Context: an optimization exercise on an open-source flow, tuned for small area, a short achievable clock period and few clock cycles per item. The choices shown serve that exercise and are no tape-out recipe. Function was checked by simulation only, so behaviour that the tests miss may differ from the original.

## build 12
// convolution
module convolution (
    input wire clk,
    input wire rst,
    input wire start,
    input wire [647:0] input_matrix,
    output reg [647:0] output_matrix,
    output reg done
);
wire w1, w2;
fa u2 (.a(input_matrix[0]), .b(input_matrix[1]), .c(input_matrix[8]), .s(w1), .co(w2));
wire w3, w4;
fa u4 (.a(input_matrix[1]), .b(input_matrix[2]), .c(input_matrix[9]), .s(w3), .co(w4));
wire w5, w6;
ha u6 (.a(w2), .b(w3), .s(w5), .co(w6));
wire w7, w8;
fa u8 (.a(input_matrix[2]), .b(input_matrix[3]), .c(input_matrix[10]), .s(w7), .co(w8));
wire w9, w10;
fa u10 (.a(w4), .b(w7), .c(w6), .s(w9), .co(w10));
wire w11, w12;
fa u12 (.a(input_matrix[3]), .b(input_matrix[4]), .c(input_matrix[11]), .s(w11), .co(w12));
wire w13, w14;
fa u14 (.a(w8), .b(w11), .c(w10), .s(w13), .co(w14));
wire w15, w16;
fa u16 (.a(input_matrix[4]), .b(input_matrix[5]), .c(input_matrix[12]), .s(w15), .co(w16));
wire w17, w18;
fa u18 (.a(w12), .b(w15), .c(w14), .s(w17), .co(w18));
wire w19, w20;
fa u20 (.a(input_matrix[5]), .b(input_matrix[6]), .c(input_matrix[13]), .s(w19), .co(w20));
wire w21, w22;
fa u22 (.a(w16), .b(w19), .c(w18), .s(w21), .co(w22));
wire w23, w24;
fa u24 (.a(input_matrix[6]), .b(input_matrix[7]), .c(input_matrix[14]), .s(w23), .co(w24));
wire w25, w26;
fa u26 (.a(w20), .b(w23), .c(w22), .s(w25), .co(w26));
wire w27, w28;
fa u28 (.a(input_matrix[7]), .b(input_matrix[15]), .c(w24), .s(w27), .co(w28));
wire w29, w30;
ha u30 (.a(w27), .b(w26), .s(w29), .co(w30));
wire w31, w32;
ha u32 (.a(w28), .b(w30), .s(w31), .co(w32));
wire w33, w34;
fa u34 (.a(input_matrix[0]), .b(input_matrix[8]), .c(input_matrix[9]), .s(w33), .co(w34));
wire w35, w36;
ha u36 (.a(input_matrix[16]), .b(w33), .s(w35), .co(w36));
wire w37, w38;
fa u38 (.a(input_matrix[1]), .b(input_matrix[9]), .c(input_matrix[10]), .s(w37), .co(w38));
wire w39, w40;
fa u40 (.a(input_matrix[17]), .b(w34), .c(w37), .s(w39), .co(w40));
wire w41, w42;
ha u42 (.a(w36), .b(w39), .s(w41), .co(w42));
wire w43, w44;
fa u44 (.a(input_matrix[2]), .b(input_matrix[10]), .c(input_matrix[11]), .s(w43), .co(w44));
wire w45, w46;
fa u46 (.a(input_matrix[18]), .b(w38), .c(w43), .s(w45), .co(w46));
wire w47, w48;
  ...
Size: roughly 12,000 cells after synthesis, roughly 650 flip-flops, ~1,300 I/O pins, ~190,000 sq um of cells after synthesis.
Settings: LEC_CHECK=0, CAP_MARGIN=20, CORE_MARGIN=2, CORE_UTILIZATION=60, PLACE_DENSITY=0.7, SETUP_SLACK_MARGIN=3.75, SLEW_MARGIN=20, SYNTH_HIERARCHICAL=1, SYNTH_MINIMUM_KEEP_SIZE=0; clock period 16.0 ns.
standard.sh (not shown) runs the stock make flow with config.mk's settings and CLKGATE_MAP_FILE= SYNTH_SCRIPT=/design/flow/synth_recipe.tcl, a recipe that flattens the netlist after the stock synthesis.
==> flow/flow/run.sh <==
#!/bin/bash
# Own layout flow: the standard flow (standard.sh, unchanged synthesis), with the
# port buffers that global placement inserts made sky130_fd_sc_hd__buf_1 instead of
# the default pick (a clock delay buffer). Every port still gets its own buffer.
set -euo pipefail
bash standard.sh "BUFFER_PORTS_ARGS=-buffer_cell sky130_fd_sc_hd__buf_1" finish > flow_make.log 2>&1
Build 12 did not stop at any stage, and its layout met the timing, design-rule and antenna checks.
Testbench counts of build 12, summed over its fixed seeds: cycles 96, items 96.
Setup changes, build 12 to build 93
- swapping 3.75 for 3.25 in SETUP_SLACK_MARGIN
Notes after the runs:
- Build 93: PASS, flow complete, no timing, DRC or antenna violations
- Diff build 12 and build 93: post-CTS resize count lower in build 93
The inputs of build 72 differ from those of build 93 as listed below.
- SETUP_SLACK_MARGIN: 3.25 -> 4.5
[summary]
Against build 93, critical path depth in build 72 rose by a few percent. Layout buffer count excluding clock buffers (build 72 vs. build 93) increases by more than half. Compared with build 93, build 72 shows worst slack at placement higher by 540 ps. Looking at critical path endpoint, the output_matrix[111]$_DFFE_PP_ result is from build 93; the output_matrix[303]$_DFFE_PP_ one comes from build 72. Of build 72 and build 93, build 93 shows the lower global-route usage, with build 72 above it.
Input changes introduced in build 82 (baseline for comparison: build 72):
- CORE_UTILIZATION now 55, was 60
- PLACE_DENSITY now 0.65, was 0.7
- SETUP_SLACK_MARGIN now 4, was 4.5
From build 72 to build 82 the numbers moved as follows: setup slack fell 260 ps; largest net degree at the start of global routing fell about 19%. On met1 routing resource usage after global routing, the higher figure sits with build 72, not build 82.

## afterwards: timing with drivers on the ports
In the flow no input, the clock included, has a driving cell. The finished layouts below were timed again as built, in two steps.
Step 1, drivers: a clkbuf_16 drives clk and a buf_2 each remaining input, both assumed.
Step 2, shift: input delay + t, output delay - t, t = (earliest + latest rising clock arrival at the registers) / 2. This alone moves slack from input paths to output paths.
Slacks: ideal / step 1 / step 2; pairs: ideal / step 1.
run	t, ns	setup slack, ns	clock arrival spread, ns	pins driven straight from the clock port
build 12	0.982	3.847 / 3.848 / 2.866	0.081 / 0.081	1
build 93	0.969	3.404 / 3.345 / 2.376	0.072 / 0.072	1
build 72	0.968	4.336 / 4.360 / 3.392	0.118 / 0.118	1
build 82	0.969	4.079 / 4.125 / 3.156	0.078 / 0.078	1
After both steps setup and hold are still met in every run listed. The setup slack of build 93, which loses most, moves by -0.059 ns with the drivers and by -1.028 ns with both steps.
